Source: an optimization exercise on an open RTL-to-GDS flow (aim: small area and a short achievable clock period). Production flows keep margins and buffers that such runs may drop. Only simulation tests tie the RTL to the original design; equivalence was not proved.

wip/nickel:
==> flow/design.v (excerpt) <==
module DOUBLY_PIPELINE(clk,xi,yi,r,ang,xf,yf);
input signed [15:0] xi,yi;
input clk;
output signed [15:0] r,ang;
output signed [15:0] xf,yf;
reg signed [15:6] xr, yr;   
reg signed [15:0] a2,a3,a4,a5,a6,a7,a8;
reg signed [15:0] b2,b3,b4,b5,b6,b7;
reg        t2;
reg [1:0]  t3;
reg [2:0]  t4;
reg [3:0]  t5;
reg [4:0]  t6;
reg [5:0]  t7;
reg [5:0]  t8;
reg signed [15:0] x2,x3,x4,x5,x6,x7,x8;
reg signed [15:0] y2,y3,y4,y5,y6,y7,y8;
reg signed [15:0] r_q, xf_q, yf_q;
reg [13:0] ang_q;
reg svn2, svn3, svn4, svn5, svn6;         
reg dxn1, dxn2, dxn3, dxn4, dxn5, dxn6;   
wire [15:0] sc_r, sc_x, sc_y;
scale16 u_sr(.v(a8), .q(sc_r));
scale16 u_sx(.v(x8), .q(sc_x));
scale16 u_sy(.v(y8), .q(sc_y));
wire signed [15:0] a1, b1;
wire c_a1, c_b1;
wire [5:0] a1lo_n, b1lo_n; wire ca_n, cb_n;
add6_skl u_a1lo(.a(xi[5:0]), .b(yi[5:0]), .cin(1'b0), .s(a1lo_n), .cout(ca_n));
add6_skl u_b1lo(.a(yi[5:0]), .b(~xi[5:0]), .cin(1'b1), .s(b1lo_n), .cout(cb_n));
reg [5:0] a1lo, b1lo; reg ca, cb;
wire [9:0] a1hi, b1hi;
add10_skl u_a1hi(.a(xr[15:6]), .b(yr[15:6]), .cin(ca), .s(a1hi), .cout(c_a1));
  ...
Size in the first run: about 97 I/O pins, about 38000 um^2 of cells after synthesis.
==> flow/config.mk <==
export PLATFORM = sky130hd
export DESIGN_NAME = DOUBLY_PIPELINE
export DESIGN_NICKNAME = DOUBLY_PIPELINE
export VERILOG_FILES = /design/flow/design.v
export SDC_FILE = /design/flow/constraint.sdc
export NUM_CORES = 4
export LEC_CHECK = 0
export CAP_MARGIN = 20
export CORE_MARGIN = 2
export CORE_UTILIZATION = 40
export CTS_CLUSTER_DIAMETER = 200
export CTS_CLUSTER_SIZE = 25
export PLACE_DENSITY = 0.7
export SLEW_MARGIN = 20
==> flow/constraint.sdc <==
create_clock -name core_clock -period 22.0 [get_ports {clk}]
set_input_delay 4.4000 -clock core_clock [delete_from_list [all_inputs] [get_ports {clk}]]
set_output_delay 4.4000 -clock core_clock [all_outputs]
set_load 0.01 [all_outputs]
standard.sh (not shown) runs the stock make flow with config.mk's settings and CLKGATE_MAP_FILE= SYNTH_SCRIPT=/design/flow/synth_recipe.tcl, a recipe that flattens the netlist after the stock synthesis.
==> flow/flow/run.sh <==
#!/bin/bash
set -euo pipefail
export BUFFER_PORTS_ARGS="-buffer_cell sky130_fd_sc_hd__buf_2"
export SETUP_SLACK_MARGIN=16.5
bash standard.sh > standard_flow.log 2>&1
Per the final summary, wip/nickel finished and its layout is clean on timing, DRC and antenna.
Modified inputs, wip/cedar compared to wip/nickel
- PLACE_DENSITY no longer set, was 0.7
==> flow/run.sh (new file) <==
#!/bin/bash
# synth_recipe.tcl (not shown) runs the flow's synth.tcl, then flattens the netlist and writes it again
# the make line also repeats each setting of config.mk as NAME=value (left out here)
make -C /OpenROAD-flow-scripts/flow DESIGN_CONFIG=/design/flow/config.mk WORK_HOME=/design/flow/orfs CLKGATE_MAP_FILE= SYNTH_SCRIPT=/design/flow/synth_recipe.tcl finish
removed: flow/flow/run.sh
removed: flow/standard.sh
## What came out
Critical path capture point: yf[6] -> wip/nickel, xf_q[14]$_DFF_P_ -> wip/cedar. wip/cedar vs. wip/nickel: buffers plus inverters on the worst setup path went up by 3. Diff wip/nickel -> wip/cedar: final critical-path required period rose by 650 ps; count of clock-net buffers in the final layout has increased; number of non-filler instances in the completed layout essentially unchanged. Cell area | wip/cedar vs wip/nickel | wip/cedar larger. Summary — via count, wip/cedar relative to wip/nickel: lower, by 1.3%. wip/cedar vs wip/nickel: multi-input gate share of total cell area down in wip/cedar. Status: first-iteration DRC count parity (wip/cedar, wip/nickel). In terms of worst hold slack, wip/nickel and wip/cedar differ only marginally. Between wip/cedar and wip/nickel, post-route core utilization is higher for wip/cedar, wip/nickel comes in under that. Routed wire length (wip/cedar vs. wip/nickel) increases slightly.
[inputs] wip/umber vs wip/cedar
- PLACE_DENSITY newly set to 0.72
- CORE_UTILIZATION changed from 40 to 60
==> flow/flow/run.sh (new file) <==
#!/bin/bash
set -euo pipefail
export BUFFER_PORTS_ARGS="-buffer_cell sky130_fd_sc_hd__buf_2"
export SETUP_SLACK_MARGIN=16.5
bash standard.sh > standard_flow.log 2>&1
==> flow/standard.sh (new file) <==
#!/bin/bash
# synth_recipe.tcl (not shown) runs the flow's synth.tcl, then flattens the netlist and writes it again
# the make line also repeats each setting of config.mk as NAME=value (left out here)
make -C /OpenROAD-flow-scripts/flow DESIGN_CONFIG=/design/flow/config.mk WORK_HOME=/design/flow/orfs CLKGATE_MAP_FILE= SYNTH_SCRIPT=/design/flow/synth_recipe.tcl "${@:-finish}"
removed: flow/run.sh
- Between wip/cedar and wip/umber, the flow reports routed wire length increasing by a few percent.
- In wip/umber the final period demand of the worst path turned out 650 ps lower than in wip/cedar.
- wip/umber vs. wip/cedar: wire length of the first global-routing pass went up by 3.5%.
- Compared with wip/cedar, wip/umber shows a lower post-synthesis to final-layout area growth.
- Side by side, post-detailed-route via-to-cell ratio turned out higher in wip/umber than in wip/cedar.
Input changes introduced in wip/sierra (baseline for comparison: wip/umber):
- a deleted PLACE_DENSITY that had been 0.72
- a change of CORE_UTILIZATION from 60 to 40
==> flow/flow/run.sh <==
#!/bin/bash
set -euo pipefail
export BUFFER_PORTS_ARGS="-buffer_cell sky130_fd_sc_hd__buf_2"
bash standard.sh > standard_flow.log 2>&1
==> comparison <==
wip/sierra finished end to end and its layout was clean on timing, DRC and antenna.
Looking at worst hold slack, wip/sierra sits 7.7 ps lower than wip/umber does.
Re met2 usage: wip/sierra and wip/umber aren't equal, and the lower value belongs to wip/sierra.
Re share of the cycle needed by the critical path after routing: wip/sierra is 2.6 points up on wip/umber.
Of wip/sierra and wip/umber, it is wip/sierra that has the lower met3 routing resource usage after global routing.
Worst slew margin relative to its limit is higher on wip/sierra
Compared with wip/umber, wip/sierra shows achievable clock frequency that has gone down by a little under 10%.
In the flow results for wip/sierra and wip/umber, the number of vias after detailed routing is smaller on wip/sierra.
diff inputs: wip/sierra => wip/zinc
- a change of CTS_CLUSTER_SIZE from 25 to 20
- a change of CTS_CLUSTER_DIAMETER from 200 to 150
==> flow/flow/run.sh <==
#!/bin/bash
set -euo pipefail
export BUFFER_PORTS_ARGS="-buffer_cell sky130_fd_sc_hd__buf_2"
export SETUP_SLACK_MARGIN=16.5
bash standard.sh > standard_flow.log 2>&1
==> comparison <==
Per the comparison of wip/zinc with wip/sierra, final critical delay including setup and external delays dropped 550 ps.
Looking at cell area, wip/zinc sits about 1.2% higher than wip/sierra does.
wip/zinc reports its first element of the critical path as yf_q[3]$_DFF_P_ while wip/sierra reports x8[14]$_DFF_P_.
Higher worst setup slack before clock tree synthesis among wip/sierra and wip/zinc: wip/sierra
### wip/zinc -> wip/harbor
- CTS_CLUSTER_DIAMETER changed from 150 to 200
- CTS_CLUSTER_SIZE changed from 20 to 25
==> comparison <==
As far as wire length after detailed routing is concerned, wip/harbor and wip/zinc perform about the same.
Initial antenna violation count: wip/harbor vs wip/zinc up 1
wip/harbor vs. wip/zinc: area growth from synthesis to final layout went down by 0.72 points.
The maximum clock rate of wip/zinc and that of wip/harbor are within noise of each other.
Looking at uppermost metal layer occupied by signal nets, the met4 result is from wip/zinc; the met5 one comes from wip/harbor.
| final critical-path setup slack | higher: wip/harbor |
wip/zinc has a higher share of the core filled with cells in the final layout than wip/harbor.
Number of setup violations in the final report came out exactly the same in wip/harbor and wip/zinc.
Data required time at the worst endpoint delta (wip/harbor -> wip/zinc): insignificant

---

DOUBLY_PIPELINE, a different RTL version from the one above (not shown whole).
For scale: roughly 3500 cells after synthesis, about 550 flip-flops, roughly 38000 um^2 of cells after synthesis.
Settings: LEC_CHECK=0, CAP_MARGIN=20, CORE_MARGIN=2, CORE_UTILIZATION=40, CTS_CLUSTER_DIAMETER=150, CTS_CLUSTER_SIZE=20, SLEW_MARGIN=20; clock period 22.0 ns.
run.sh (not shown) runs the stock make flow with config.mk's settings and CLKGATE_MAP_FILE= SYNTH_SCRIPT=/design/flow/synth_recipe.tcl, a recipe that flattens the netlist after the stock synthesis.
Stock flow here: none of the scripts above is used.
==> next run, changes <==
CTS_BUF_LIST = sky130_fd_sc_hd__clkbuf_8   (was unset)
CTS_CLUSTER_DIAMETER = unset   (was 150)
CTS_CLUSTER_SIZE = 30   (was 20)
Effect:
- The changed run ran to the end with no violations
- setup slack is worse by 0.080 ns
- cell count rises by a few percent
- synthesized area stays the same
==> next run, changes <==
CTS_BUF_LIST = unset   (was sky130_fd_sc_hd__clkbuf_8)
CTS_CLUSTER_DIAMETER = 200   (was unset)
CTS_CLUSTER_SIZE = 25   (was 30)
Final cell count goes down by 3.1%.
Setup slack improves by 0.10 ns.
First-iteration DRC count goes up by 20%.
Cell area goes down by 3.3%.
Sequential share of layout area goes up by 0.89 points.
Routed wire length goes down by 2.3%.
==> next run, changes <==
CTS_CLUSTER_DIAMETER = unset   (was 200)
CTS_CLUSTER_SIZE = 40   (was 25)
What happened: Setup slack stays flat. Clock skew barely changes. Cell count climbs by 1.9%. Non-clock buffer count does not change. Routed wire length climbs by about 2.2%. Count of clock-buffer cells in the layout climbs by 70.
==> next run, changes <==
CTS_BUF_LIST = sky130_fd_sc_hd__clkbuf_8   (was unset)
CTS_CLUSTER_SIZE = unset   (was 40)
The changed run finished clean.
Wire length barely changes.
Register-to-register slack gets better by 0.07 ns.
Cell area falls slightly.
Synthesized area does not change.
Die area stays the same.
Via count rises slightly.
==> next run, changes <==
==> flow/flow/run.sh (new file) <==
#!/bin/bash
set -euo pipefail
export BUFFER_PORTS_ARGS="-buffer_cell sky130_fd_sc_hd__buf_2"
bash standard.sh > standard_flow.log 2>&1
==> flow/standard.sh (new file) <==
#!/bin/bash
# synth_recipe.tcl (not shown) runs the flow's synth.tcl, then flattens the netlist and writes it again
# the make line also repeats each setting of config.mk as NAME=value (left out here)
make -C /OpenROAD-flow-scripts/flow DESIGN_CONFIG=/design/flow/config.mk WORK_HOME=/design/flow/orfs CLKGATE_MAP_FILE= SYNTH_SCRIPT=/design/flow/synth_recipe.tcl "${@:-finish}"
CTS_BUF_LIST = unset   (was sky130_fd_sc_hd__clkbuf_8)
removed: flow/run.sh
The new run produced a clean layout. Critical path depth came out higher by 18. Sequential share of layout area stays flat. Utilization came out lower by 0.12 points. Count of clock-buffer cells in the layout came out lower by 22. Setup slack loses 0.19 ns. Hold slack barely changes. Cell area hardly moves. Area after synthesis does not change. Global-route usage is about the same.

---

Setup of build 94:
DOUBLY_PIPELINE, a different RTL version from the one above (not shown whole).
Size in the first run: about 3600 cells after synthesis.
clock: 22.0 ns
lec_check: 0
cap_margin: 20
core_margin: 2
core_utilization: 40
cts_cluster_diameter: 200
cts_cluster_size: 25
slew_margin: 20
standard.sh (not shown) runs the stock make flow with config.mk's settings and CLKGATE_MAP_FILE= SYNTH_SCRIPT=/design/flow/synth_recipe.tcl, a recipe that flattens the netlist after the stock synthesis.
==> flow/flow/run.sh <==
#!/bin/bash
set -euo pipefail
export BUFFER_PORTS_ARGS="-buffer_cell sky130_fd_sc_hd__buf_2"
bash standard.sh > standard_flow.log 2>&1
Here is what was changed in the inputs of build 66 compared with build 94.
# build 94
export LEC_CHECK = 0
export CAP_MARGIN = 20
export CORE_MARGIN = 2
export CORE_UTILIZATION = 40
export CTS_CLUSTER_DIAMETER = 200
export CTS_CLUSTER_SIZE = 25
export SLEW_MARGIN = 20
create_clock -name core_clock -period 22.0 [get_ports {clk}]
# build 66
export LEC_CHECK = 0
export CAP_MARGIN = 20
export CORE_MARGIN = 2
export CORE_UTILIZATION = 65
export CTS_CLUSTER_DIAMETER = 200
export CTS_CLUSTER_SIZE = 25
export PLACE_DENSITY = 0.75
export SLEW_MARGIN = 20
create_clock -name core_clock -period 22.0 [get_ports {clk}]
Findings:
- Total via count after detailed routing: lower on build 94
- Build 66 has post-placement cell area below what build 94 had.
- In terms of fraction of final layout cells with drive strength greater than 1, build 66 and build 94 differ only marginally.
Modified inputs, build 98 compared to build 66
# build 66
export LEC_CHECK = 0
export CAP_MARGIN = 20
export CORE_MARGIN = 2
export CORE_UTILIZATION = 65
export CTS_CLUSTER_DIAMETER = 200
export CTS_CLUSTER_SIZE = 25
export PLACE_DENSITY = 0.75
export SLEW_MARGIN = 20
create_clock -name core_clock -period 22.0 [get_ports {clk}]
# build 98
export LEC_CHECK = 0
export CAP_MARGIN = 20
export CORE_MARGIN = 2
export CORE_UTILIZATION = 40
export CTS_CLUSTER_DIAMETER = 150
export CTS_CLUSTER_SIZE = 30
export SLEW_MARGIN = 20
create_clock -name core_clock -period 22.0 [get_ports {clk}]
Notes after the runs:
Taking build 66 as the reference, in build 98 count of nets left with antenna violations after detail routing neither gained nor lost much, count of clock-net buffers in the final layout saw a decrease, final worst slack shows an increase of 0.097 ns.
Sequential share of layout area ends up lower on build 98.
Edits applied to the flow inputs when going from build 98 to build 43:
# build 98
export LEC_CHECK = 0
export CAP_MARGIN = 20
export CORE_MARGIN = 2
export CORE_UTILIZATION = 40
export CTS_CLUSTER_DIAMETER = 150
export CTS_CLUSTER_SIZE = 30
export SLEW_MARGIN = 20
create_clock -name core_clock -period 22.0 [get_ports {clk}]
# build 43
export LEC_CHECK = 0
export CAP_MARGIN = 20
export CORE_MARGIN = 2
export CORE_UTILIZATION = 40
export CTS_CLUSTER_DIAMETER = 200
export CTS_CLUSTER_SIZE = 25
export SLEW_MARGIN = 20
create_clock -name core_clock -period 22.0 [get_ports {clk}]
==> flow/run.sh (new file) <==
#!/bin/bash
# synth_recipe.tcl (not shown) runs the flow's synth.tcl, then flattens the netlist and writes it again
# the make line also repeats each setting of config.mk as NAME=value (left out here)
make -C /OpenROAD-flow-scripts/flow DESIGN_CONFIG=/design/flow/config.mk WORK_HOME=/design/flow/orfs CLKGATE_MAP_FILE= SYNTH_SCRIPT=/design/flow/synth_recipe.tcl finish
removed: flow/flow/run.sh
removed: flow/standard.sh
### Flow results
- Compared with build 98, build 43 shows a routed length on met3 that is 14% lower.
- Looking at count of buffer and inverter cells on the critical path, build 43 sits 1 below build 98.
- Sequential share of layout area: build 43 < build 98
- Summary of build 43 over build 98: global router's overall resource usage went down 0.16 points; synthesis-to-finish area growth went up 1.3 points; wire length of the first global-routing pass held.
- Relative to build 98, the area of all placed cells without fillers measured on build 43 has increased slightly.
- Number of global-route vias before repair on build 43 is up relative to build 98.
- | worst path setup slack after routing | build 43 vs build 98 | worse |
#### Input delta (build 69 over build 43)
# build 43
export LEC_CHECK = 0
export CAP_MARGIN = 20
export CORE_MARGIN = 2
export CORE_UTILIZATION = 40
export CTS_CLUSTER_DIAMETER = 200
export CTS_CLUSTER_SIZE = 25
export SLEW_MARGIN = 20
create_clock -name core_clock -period 22.0 [get_ports {clk}]
# build 69
export LEC_CHECK = 0
export CAP_MARGIN = 20
export CORE_MARGIN = 2
export CORE_UTILIZATION = 40
export CTS_CLUSTER_DIAMETER = 150
export CTS_CLUSTER_SIZE = 20
export SLEW_MARGIN = 20
create_clock -name core_clock -period 22.0 [get_ports {clk}]
==> flow/flow/run.sh (new file) <==
#!/bin/bash
set -euo pipefail
export BUFFER_PORTS_ARGS="-buffer_cell sky130_fd_sc_hd__buf_2"
bash standard.sh > standard_flow.log 2>&1
==> flow/standard.sh (new file) <==
#!/bin/bash
# synth_recipe.tcl (not shown) runs the flow's synth.tcl, then flattens the netlist and writes it again
# the make line also repeats each setting of config.mk as NAME=value (left out here)
make -C /OpenROAD-flow-scripts/flow DESIGN_CONFIG=/design/flow/config.mk WORK_HOME=/design/flow/orfs CLKGATE_MAP_FILE= SYNTH_SCRIPT=/design/flow/synth_recipe.tcl "${@:-finish}"
removed: flow/run.sh
==> comparison <==
Build 69 supports a higher top clock frequency than build 43.
As far as final cell count without fillers is concerned, build 69 and build 43 perform about the same.

==> what the ideal ports hide <==
The results above use ideal ports. As a check the final layouts listed here were re-extracted and re-timed, cells and wires unchanged.
Step 1 sets driving cells, clkbuf_16 on the clock port and buf_2 on the other inputs (assumed; they add their load-dependent delay and slew).
Step 2 also shifts input and output timing later by t, the mid clock arrival at the registers, as if the neighbouring blocks saw the same clock.
Slacks: ideal / step 1 / step 2; pairs: ideal / step 1.
run	shift t [ns]	setup slack, ns	worst hold slack (ns)	clock arrival spread, ns
wip/nickel	0.645	16.562 / 16.499 / 16.174	0.330 / 0.330 / 0.330	0.022 / 0.023
wip/cedar	0.643	15.908 / 15.908 / 15.652	0.332 / 0.332 / 0.332	0.026 / 0.025
wip/umber	0.637	16.554 / 16.494 / 16.177	0.334 / 0.334 / 0.334	0.045 / 0.046
wip/sierra	0.657	15.983 / 15.983 / 15.983	0.327 / 0.327 / 0.327	0.028 / 0.028
wip/zinc	0.664	16.532 / 16.471 / 16.127	0.327 / 0.327 / 0.327	0.034 / 0.034
wip/harbor	0.656	16.540 / 16.479 / 16.144	0.325 / 0.325 / 0.325	0.042 / 0.042
the first run of note 2	0.667	16.125 / 16.065 / 16.270	0.327 / 0.327 / 0.327	0.019 / 0.019
the second run of note 2	0.750	16.045 / 15.984 / 16.311	0.317 / 0.317 / 0.317	0.048 / 0.048
the third run of note 2	0.645	16.146 / 16.084 / 16.297	0.329 / 0.329 / 0.329	0.018 / 0.019
the fourth run of note 2	0.663	16.144 / 16.081 / 16.242	0.319 / 0.319 / 0.319	0.018 / 0.018
the fifth run of note 2	0.750	16.045 / 15.984 / 16.311	0.317 / 0.317 / 0.317	0.048 / 0.048
the sixth run of note 2	0.665	15.854 / 15.854 / 15.854	0.316 / 0.316 / 0.316	0.021 / 0.021
build 94	0.655	16.404 / 16.404 / 16.404	0.334 / 0.334 / 0.334	0.022 / 0.023
build 66	0.654	16.293 / 16.293 / 16.293	0.325 / 0.325 / 0.325	0.027 / 0.026
build 98	0.653	16.390 / 16.390 / 16.390	0.317 / 0.317 / 0.317	0.032 / 0.033
build 43	0.657	16.128 / 16.068 / 16.435	0.331 / 0.331 / 0.331	0.039 / 0.039
build 69	0.667	16.416 / 16.416 / 16.416	0.315 / 0.315 / 0.315	0.026 / 0.026
After both steps every run listed still meets setup and hold. For wip/zinc, which loses most, drivers alone change the setup slack by -0.061 ns; drivers and shift together by -0.405 ns.
